From an optimization exercise on the open Yosys and OpenROAD flow, aimed at small area; shortcuts taken in it are not production practice. Function was checked by simulation only, so behaviour that the tests miss may differ from the original. No activity file was given, so power comes from the tool's default toggle rates.

<file path="flow/run.sh">
#!/bin/bash
# synth_recipe.tcl (not shown) runs the flow's synth.tcl, then flattens the netlist and writes it again
# the make line also repeats each setting of config.mk as NAME=value (left out here)
make -C /OpenROAD-flow-scripts/flow DESIGN_CONFIG=/design/flow/config.mk WORK_HOME=/design/flow/orfs CLKGATE_MAP_FILE= SYNTH_SCRIPT=/design/flow/synth_recipe.tcl finish
</file>
<file path="flow/config.mk">
export PLATFORM = sky130hd
export DESIGN_NAME = DP_project
export DESIGN_NICKNAME = DP_project
export VERILOG_FILES = /design/flow/design.v
export SDC_FILE = /design/flow/constraint.sdc
export NUM_CORES = 4
export LEC_CHECK = 0
export CAP_MARGIN = 20
export CORE_MARGIN = 2
export CORE_UTILIZATION = 40
export PLACE_DENSITY = 0.6
export SLEW_MARGIN = 20
</file>
<file path="flow/constraint.sdc">
create_clock -name core_clock -period 15.0 [get_ports {in_clk}]
set_input_delay 3.0000 -clock core_clock [delete_from_list [all_inputs] [get_ports {in_clk}]]
set_output_delay 3.0000 -clock core_clock [all_outputs]
set_load 0.01 [all_outputs]
</file>
<file path="flow/design.v">
module DP_project(
    input [1:0] mode,
    input start, cancel, door_close, fill_water, drain_water, in_clk,
    output reg door_lock, fill_valve, drain_valve, motor_bled,
    output reg [3:0] mode_led,
    output reg [2:0] status,
    output reg [4:0] ps_led,
    output reg [6:0] lcd_out,
    output reg [7:0] lcd_an
    );
    localparam DIV = 9;
    reg [17:0] clk_counter, lcd_counter;
    reg motor, clk;
    reg wash_up, rinse_up, spin_up;
    reg wash_done, rinse_done, spin_done;
    reg [16:0]  washcount, rinsecount, spincount;
    reg [2:0] ps, ns;
    reg [1:0] mode_r;
    reg [1:0] step, step_n;
    reg [1:0] digit_display;
    reg [6:0] display1 [1:0];
    reg [3:0] lcd_bit [1:0];
    reg [4:0] display;
    reg door_lock_n, fill_valve_n, drain_valve_n, motor_n;
    reg wash_up_n, rinse_up_n, spin_up_n;
    reg [3:0] mode_led_n;
    reg [2:0] status_n;
    reg [4:0] ps_led_n;
    parameter idle = 3'b000,
              ready = 3'b001,
              wash = 3'b010,
              rinse = 3'b011,
              spin = 3'b100;
    wire tick = (clk_counter > DIV) && !clk;
    always @(*) motor_bled = motor;
    always@(posedge in_clk)
        begin
            if(cancel)
                begin
                clk <= 1'b0;
                clk_counter <= 0;
                end
            else if(clk_counter <= DIV)
                clk_counter <= clk_counter + 1'b1;
            else
                begin
                clk <= ~clk;
                clk_counter <= 1'b1;
                end
        end
    always@(posedge in_clk)
        begin
            if(cancel)
                begin
                ps <= idle;
                step <= 2'b00;
                mode_r <= 2'b00;
                door_lock <= 1'b0;
                fill_valve <= 1'b0;
                drain_valve <= 1'b0;
                motor <= 1'b0;
                wash_up <= 1'b0;
                rinse_up <= 1'b0;
                spin_up <= 1'b0;
                mode_led <= 4'b0000;
                status <= 3'b000;
                ps_led <= 5'b00000;
                end
            else if(tick)
                begin
                ps <= ns;
                step <= step_n;
                if(ps == idle)
                    mode_r <= mode;
                door_lock <= door_lock_n;
                fill_valve <= fill_valve_n;
                drain_valve <= drain_valve_n;
                motor <= motor_n;
                wash_up <= wash_up_n;
                rinse_up <= rinse_up_n;
                spin_up <= spin_up_n;
                mode_led <= mode_led_n;
                status <= status_n;
                ps_led <= ps_led_n;
                end
        end
    always@(*)
        begin
            ns = ps;
            step_n = step;
            door_lock_n = door_lock;
            fill_valve_n = fill_valve;
            drain_valve_n = drain_valve;
            motor_n = motor;
            wash_up_n = wash_up;
            rinse_up_n = rinse_up;
            spin_up_n = spin_up;
            mode_led_n = mode_led;
            status_n = status;
            ps_led_n = ps_led;
            case(ps)
                idle:
                    if(start && door_close)
                        begin
                        door_lock_n = 1'b1;
                        status_n = 3'b010;   
                        ns = ready;
                        end
                    else if(start && !door_close)
                        begin
                        status_n = 3'b001;   
                        ns = idle;
                        end
                    else
                        begin
                        status_n = 3'b100;   
                        case(mode)
                            2'b00 : mode_led_n = 4'b0001;
                            2'b01 : mode_led_n = 4'b0010;
                            2'b10 : mode_led_n = 4'b0100;
                            2'b11 : mode_led_n = 4'b1000;
                        endcase
                        ps_led_n = 5'b00001;
                        door_lock_n = 1'b0;
                        fill_valve_n = 1'b0;
                        drain_valve_n = 1'b0;
                        ns = idle;
                        step_n = 2'b00;
                        end
                 ready:
                    if(mode_r == 2'b00)
                        begin
                        ps_led_n = 5'b00010;
                        mode_led_n = 4'b0001;
                        step_n = 2'b00;
                        ns = wash;
                        end
                    else if(mode_r == 2'b01)
                        begin
                        ps_led_n = 5'b00010;
                        mode_led_n = 4'b0010;
                        step_n = 2'b00;
                        ns = wash;
                        end
                    else if(mode_r == 2'b10)
                        begin
                        ps_led_n = 5'b00010;
                        mode_led_n = 4'b0100;
                        step_n = 2'b00;
                        ns = rinse;
                        end
                    else
                        begin
                        ps_led_n = 5'b00010;
                        mode_led_n = 4'b1000;
                        step_n = 2'b00;
                        ns = spin;
                        end
                  wash:
                    begin
                        if(step_n == 2'b00)
                            begin
                            ps_led_n = 5'b00100;
                            fill_valve_n = 1'b1;
                            step_n = {1'b0, fill_water};
                            ns = wash;
                            end
                        else if(step_n == 2'b01)
                            begin
                            ps_led_n = 5'b00100;
                            fill_valve_n = 1'b0;
                            wash_up_n = 1'b1;
                            motor_n = 1'b1;
                            step_n = step_n + wash_done;
                            ns = wash;
                            end
                        else if(step_n == 2'b10)
                            begin
                            ps_led_n = 5'b00100;
                            motor_n = 1'b0;
                            wash_up_n = 1'b0;
                            drain_valve_n = 1'b1;
                            step_n = step_n + drain_water;
                            ns = wash;
                            end
                        else
                            begin
                            ps_led_n = 5'b00100;
                            drain_valve_n = 1'b0;
                            ns = rinse;
                            end
                    end
                  rinse:
                    begin
                        if(step_n == 2'b11 && !rinse_done)
                            step_n = 2'b00;
                        else if(step_n == 2'b00)
                            begin
                            ps_led_n = 5'b01000;
                            fill_valve_n = 1'b1;
                            step_n = {1'b0, fill_water};
                            ns = rinse;
                            end
                        else if(step_n == 2'b01)
                            begin
                            fill_valve_n = 1'b0;
                            rinse_up_n = 1'b1;
                            motor_n = 1'b1;
                            step_n = step_n + rinse_done;
                            ns = rinse;
                            end
                        else if(step_n == 2'b10)
                            begin
                            motor_n = 1'b0;
                            rinse_up_n = 1'b0;
                            drain_valve_n = 1'b1;
                            step_n = step_n + drain_water;
                            ns = rinse;
                            end
                        else
                            begin
                            drain_valve_n = 1'b0;
                            ns = spin;
                            end
                    end
                  spin:
                    if(!spin_done)
                        begin
                        ps_led_n = 5'b10000;
                        spin_up_n = 1'b1;
                        motor_n = 1'b1;
                        ns = spin;
                        end
                    else
                        begin
                        ps_led_n = 5'b10000;
                        spin_up_n = 1'b0;
                        motor_n = 1'b0;
                        door_lock_n = 1'b0;
                        ns = idle;
                        end
                  default:
                        ns = ps;
            endcase
        end
    always@(*)
        begin
            if(mode_r == 2'b00)
                wash_done = (washcount == 1500) ? 1'b1 : 1'b0;   
            else if(mode_r == 2'b01)
                wash_done = (washcount == 1250) ? 1'b1 : 1'b0;   
            else
                wash_done = 1'b0;
        end
    always@(*)
        begin
            if(mode_r == 2'b00)
                rinse_done = (rinsecount == 1500) ? 1'b1 : 1'b0;   
            else if(mode_r == 2'b01)
                rinse_done = (rinsecount == 1000) ? 1'b1 : 1'b0;   
            else if(mode_r == 2'b10)
                rinse_done = (rinsecount == 1500) ? 1'b1 : 1'b0;   
            else
                rinse_done = 1'b0;
        end
    always@(*)
        begin
            if(mode_r == 2'b00)
                spin_done = (spincount == 1000) ? 1'b1 : 1'b0;   
            else if(mode_r == 2'b01)
                spin_done = (spincount == 750) ? 1'b1 : 1'b0;   
            else
                spin_done = (spincount == 1000) ? 1'b1 : 1'b0;   
        end
    always@(posedge in_clk)
        begin
            if(cancel)
                begin
                washcount <= 0;
                rinsecount <= 0;
                spincount <= 0;
                display <= 0;
                end
            else if(tick)
                begin
                if(wash_done && ps == 3'b010)
                    washcount <= washcount;
                else if(wash_up)
                    washcount <= washcount + 1'b1;
                else
                    washcount <= 0;
                if(rinse_done && ps == 3'b011)
                    rinsecount <= rinsecount;
                else if(rinse_up)
                    rinsecount <= rinsecount + 1'b1;
                else
                    rinsecount <= 0;
                if(spin_done && ps == 3'b100)
                    spincount <= spincount;
                else if(spin_up)
                    spincount <= spincount + 1'b1;
                else
                    spincount <= 0;
                if(ps == 3'b000)
                    begin
                    case(mode)
                        2'b00 : display <= 16;
                        2'b01 : display <= 12;
                        2'b10 : display <= 10;
                        2'b11 : display <= 4;
                    endcase
                    end
                else if(wash_up)
                    begin
                    if((washcount % 250) == 0)
                        display <= display - 1'b1;
                    end
                else if(rinse_up)
                    begin
                    if((rinsecount % 250) == 0)
                        display <= display - 1'b1;
                    end
                else if(spin_up)
                    begin
                    if((spincount % 250) == 0)
                        display <= display - 1'b1;
                    end
                end
        end
    always@(posedge in_clk)
        begin
            if(cancel)
                begin
                lcd_counter <= 0;
                digit_display <= 0;
                lcd_bit[0] <= 4'b0000;
                lcd_bit[1] <= 4'b0000;
                display1[0] <= 7'b1111111;
                display1[1] <= 7'b1111111;
                lcd_an <= 8'b11111111;
                lcd_out <= 7'b1111111;
                end
            else
                begin
                if(lcd_counter <= DIV)
                    lcd_counter <= lcd_counter + 1'b1;
                else
                    begin
                    digit_display <= digit_display + 1'b1;
                    lcd_counter <= 1'b1;
                    end
                case(display)
                    0 : begin lcd_bit[0] <= 4'b0000; lcd_bit[1] <= 4'b0000; end
                    1 : begin lcd_bit[0] <= 4'b0001; lcd_bit[1] <= 4'b0000; end
                    2 : begin lcd_bit[0] <= 4'b0010; lcd_bit[1] <= 4'b0000; end
                    3 : begin lcd_bit[0] <= 4'b0011; lcd_bit[1] <= 4'b0000; end
                    4 : begin lcd_bit[0] <= 4'b0100; lcd_bit[1] <= 4'b0000; end
                    5 : begin lcd_bit[0] <= 4'b0101; lcd_bit[1] <= 4'b0000; end
                    6 : begin lcd_bit[0] <= 4'b0110; lcd_bit[1] <= 4'b0000; end
                    7 : begin lcd_bit[0] <= 4'b0111; lcd_bit[1] <= 4'b0000; end
                    8 : begin lcd_bit[0] <= 4'b1000; lcd_bit[1] <= 4'b0000; end
                    9 : begin lcd_bit[0] <= 4'b1001; lcd_bit[1] <= 4'b0000; end
                   10 : begin lcd_bit[0] <= 4'b0000; lcd_bit[1] <= 4'b0001; end
                   11 : begin lcd_bit[0] <= 4'b0001; lcd_bit[1] <= 4'b0001; end
                   12 : begin lcd_bit[0] <= 4'b0010; lcd_bit[1] <= 4'b0001; end
                   13 : begin lcd_bit[0] <= 4'b0011; lcd_bit[1] <= 4'b0001; end
                   14 : begin lcd_bit[0] <= 4'b0100; lcd_bit[1] <= 4'b0001; end
                   15 : begin lcd_bit[0] <= 4'b0101; lcd_bit[1] <= 4'b0001; end
                   16 : begin lcd_bit[0] <= 4'b0110; lcd_bit[1] <= 4'b0001; end
              default : begin lcd_bit[0] <= 4'b0000; lcd_bit[1] <= 4'b0000; end
                endcase
                if(digit_display[1] == 1'b0)
                    begin
                    case(lcd_bit[digit_display[0]])
                        0 : display1[digit_display[0]] <= 7'b1000000;
                        1 : display1[digit_display[0]] <= 7'b1111001;
                        2 : display1[digit_display[0]] <= 7'b0100100;
                        3 : display1[digit_display[0]] <= 7'b0110000;
                        4 : display1[digit_display[0]] <= 7'b0011001;
                        5 : display1[digit_display[0]] <= 7'b0010010;
                        6 : display1[digit_display[0]] <= 7'b0000010;
                        7 : display1[digit_display[0]] <= 7'b1111000;
                        8 : display1[digit_display[0]] <= 7'b0000000;
                        9 : display1[digit_display[0]] <= 7'b0010000;
                  default : display1[digit_display[0]] <= 7'b1111111;
                    endcase
                    end
                case(digit_display)
                    0 : begin
                        lcd_an <= 8'b11111110;
                        lcd_out <= display1[0];
                        end
                    1 : begin
                        lcd_an <= 8'b11111101;
                        lcd_out <= display1[1];
                        end
                    default : ;
                endcase
                end
        end
endmodule
</file>
==> run summary <==
==> cells in the final DEF, fill, tap and decap left out, drive strengths merged, types with 25 or more instances in the layout <==
| master | count |
|---|---|
| and3 | 32 |
| clkdlybuf4s50 | 31 |
| ha | 34 |
| inv | 73 |
| mux2i | 37 |
| o211ai | 35 |
| a21o | 34 |
| nand2 | 169 |
| nand4 | 25 |
| nor3 | 81 |
| conb | 35 |
| nand3 | 79 |
| dfxtp | 135 |
| nor4 | 31 |
| a31oi | 29 |
| nor2 | 237 |
| o21ai | 121 |
| a211oi | 40 |
| a21oi | 130 |
| xnor2 | 67 |
==> critical path, stage by stage, from the launching register on <==
cell	delay [ns]
dfxtp_1	0.80
o211a_1	0.36
a31oi_1	0.15
nor3_1	0.64
a21oi_2	0.24
mux2i_4	0.29
nor3_2	0.34
xor2_1	0.68
nand2_1	0.16
mux2i_1	0.82
a21oi_1	0.16
o32ai_2	0.33
nand3_1	0.31
or3_1	0.49
a21oi_1	0.30
nand2_1	0.11
mux2i_1	0.41
mux2_2	0.42
a211oi_2	0.27
o211ai_2	0.14
a31oi_1	0.23
a2111oi_2	0.08
o32ai_2	0.42
o31ai_1	0.18
nor4_4	0.23
nand2b_4	0.22
o31ai_1	0.06
==> cell families after synthesis <==
kind of cell	after synthesis	share of synthesized area
other	2	0.000491
adder cells (fa/ha/maj)	43	0.0338
flip-flops	149	0.204
buffers and inverters	192	0.0575
XOR/XNOR	90	0.0534
multiplexers	54	0.0388
AND/OR/NAND/NOR	817	0.273
AO/OA/AOI/OAI	674	0.339
==> sequential cells by signal, indices dropped and copies added (netlist names), 2 cells and up <==
signal,count
step,2
clk_counter,18
mode_r,2
lcd_bit,5
spincount,17
washcount,17
display,5
display1,14
lcd_counter,18
ps_led,5
digit_display,2
mode_led,4
ps,3
lcd_an,2
status,3
rinsecount,17
lcd_out,7
==> where the power goes <==
group          switching (mW)  total [mW]  leakage, nW  internal (mW)
Sequential             0.0151       0.435         1.23          0.420
Clock                   0.197       0.419        0.286          0.222
Combinational          0.0491      0.0868         4.30         0.0377
Total                   0.261       0.941         5.81          0.680
==> metrics by stage <==
stage	worst slack, ns	hold WS [ns]	util	area (um2)
3_5_place_dp	6.12	0.447	0.419	15800
5_1_grt	5.23	0.472	0.435	16400
3_3_place_gp	6.36	0.441	0.419	15800
2_1_floorplan	7.82	0.437	-	15400
6_report	5.98	0.462	0.436	16400
4_1_cts	6.06	0.462	0.435	16400
==> final timing paths <==
| path | startpoint | endpoint | slack (ns) | cells after the start |
|---|---|---|---|---|
| min | display1[1][6] | lcd_out[6] | 0.46 | 2 |
| max | spincount[9] | display[1] | 5.98 | 26 |
| max reg2reg | spincount[9] | display[1] | 5.98 | 26 |
| min reg2reg | display1[1][6] | lcd_out[6] | 0.46 | 2 |
==> routing by layer <==
metal	vias up	share of wire
li1	7548	-
met1	7159	0.48
met2	421	0.46
met3	55	0.048
met4	2	0.018
met5	-	0.00032
==> cell type report <==
| cell class | instances | area, um2 | share of cell area |
|---|---|---|---|
| sequential | 149 | 3120 | 0.190 |
| clock buffer | 17 | 425 | 0.0259 |
| inverter | 67 | 251 | 0.0153 |
| tap | 511 | 639 | 0.0390 |
| clock inverter | 15 | 161 | 0.00984 |
| timing repair buffer | 37 | 353 | 0.0215 |
| multi-input combinational | 1713 | 11400 | 0.698 |
| antenna | 1 | 2.50 | 0.000153 |
==> results.sh <==
export IMPL_hold_viol_final=0
export IMPL_synth_top_cell_by_area="dfxtp_1"
export IMPL_dp_cells=2477
export IMPL_drv_slew=0
export IMPL_synth_distinct_cells=136
export IMPL_cts_setup_buffers=0
export IMPL_clock_sinks=149
export IMPL_synth_most_common_cell="nor2_1"
export IMPL_p_total_uw=941
export IMPL_fin_cells=2510
export IMPL_fin_tns_setup_ns=0
export IMPL_place_gp_congestion=0.908
export IMPL_clockBufferDepth=2
export IMPL_die_area_um2=39800
export IMPL_met2_usage=0.320
export IMPL_worst_path_max_fanout=22
export IMPL_syn_instance_count=2021
export IMPL_syn_area_um2=15300
export IMPL_vias=15200
export IMPL_tightestPinTransition_ns=1.02
export IMPL_grt_use_total=0.201
export IMPL_grt_overflow=0
export IMPL_coreArea_um2=37700
export IMPL_status="timing/DRC/antenna clean"
export IMPL_grt_use_met1=0.278
export IMPL_yosysWarnings=2
export IMPL_powerDensity_nw_per_um2=57.3
export IMPL_root_buffer="clkbuf_16"
export IMPL_grt_pass1_wl_mm=67.2
export IMPL_cts_tree="yes"
export IMPL_cts_buffers=17
export IMPL_p_leak_nw=5.81
export IMPL_clk_pin_slew_ns=0.07
export IMPL_first_global_vias=13600
export IMPL_fp_row_count=71
export IMPL_timing_final_crit_share=0.602
export IMPL_fp_dieH_um=200
export IMPL_antenna_found_initial=2
export IMPL_worstSetupEndpointType="flop"
export IMPL_post_route_min_period_ns=9.02
export IMPL_htree_levels=4
export IMPL_netlist_area_leader_share=0.177
export IMPL_final_nets=2027
export IMPL_worst_hold_path_type="flop to flop"
export IMPL_die_width_um=200
export IMPL_synth_avg_cell_area_um2=7.57
export IMPL_rsz0062_at_grt="no"
export IMPL_setup_viol=0
export IMPL_synthTopCellsByCount="nor2_1, nand2_1, dfxtp_1"
export IMPL_drt_wl_total_mm=40.3
export IMPL_wl_per_cell_um=16.1
export IMPL_synth_edf_count=14
export IMPL_cts_hold_buffers=0
export IMPL_insertion_delay_ns=0.43
export IMPL_cts_resized=0
export IMPL_synth_async_reset_ratio=0
export IMPL_first_pass_iters=5
export IMPL_crit_required_ns=15.29
export IMPL_fmax_ghz=0.111
export IMPL_worstPathArrival_ns=9.32
export IMPL_ir_worst_vdd_uv=78.9
export IMPL_synthFlopType="dfxtp_1"
export IMPL_initial_utilization=0.406
export IMPL_synth_area_top_cells="dfxtp_1, nor2_1, nand2_1"
export IMPL_drt_iter0_markers=1008
export IMPL_viasPerCell=6.05
export IMPL_ys_ff_latch=149
export IMPL_maxCapViolations=0
export IMPL_skew_ns=0.0157
export IMPL_slew_headroom=0.304
export IMPL_place_hpwl_mm=30.2
export IMPL_io_pins=39
export IMPL_areaGrowthSynthToFinish_pct=7.22
export IMPL_top_usage_layer="met2"
export IMPL_io_buffer_count=32
export IMPL_start_kind="flop"
export IMPL_drcViolationCount=0
export IMPL_critPathKind="flop to flop"
export IMPL_yosysSeqAreaShare=0.204
export IMPL_grt_max_degree=46
export IMPL_nFillCells=3820
export IMPL_met3_usage=0.0297
export IMPL_drive_above_1_share=0.0876
export IMPL_ant_nets=0

-- port drivers added, routing unchanged --
The results above use ideal ports. As a check the final layout listed here was re-extracted and re-timed, cells and wires unchanged.
Step 1 sets driving cells, clkbuf_16 on the clock port and buf_2 on the other inputs (assumed; they add their load-dependent delay and slew).
Step 2 also shifts input and output timing later by t, the mid clock arrival at the registers, as if the neighbouring blocks saw the same clock.
Slacks: no drivers / after step 1 / after step 2; pairs: no drivers / after step 1.
t, ns: 0.468
setup WS [ns]: 5.975 / 5.975 / 5.975
hold slack, ns: 0.462 / 0.462 / 0.462
slew at the worst register clock pin (ns): 0.08 / 0.08
After both steps this run still meets setup and hold. For this run, drivers alone change the setup slack by 0.000 ns; drivers and shift together by 0.000 ns.
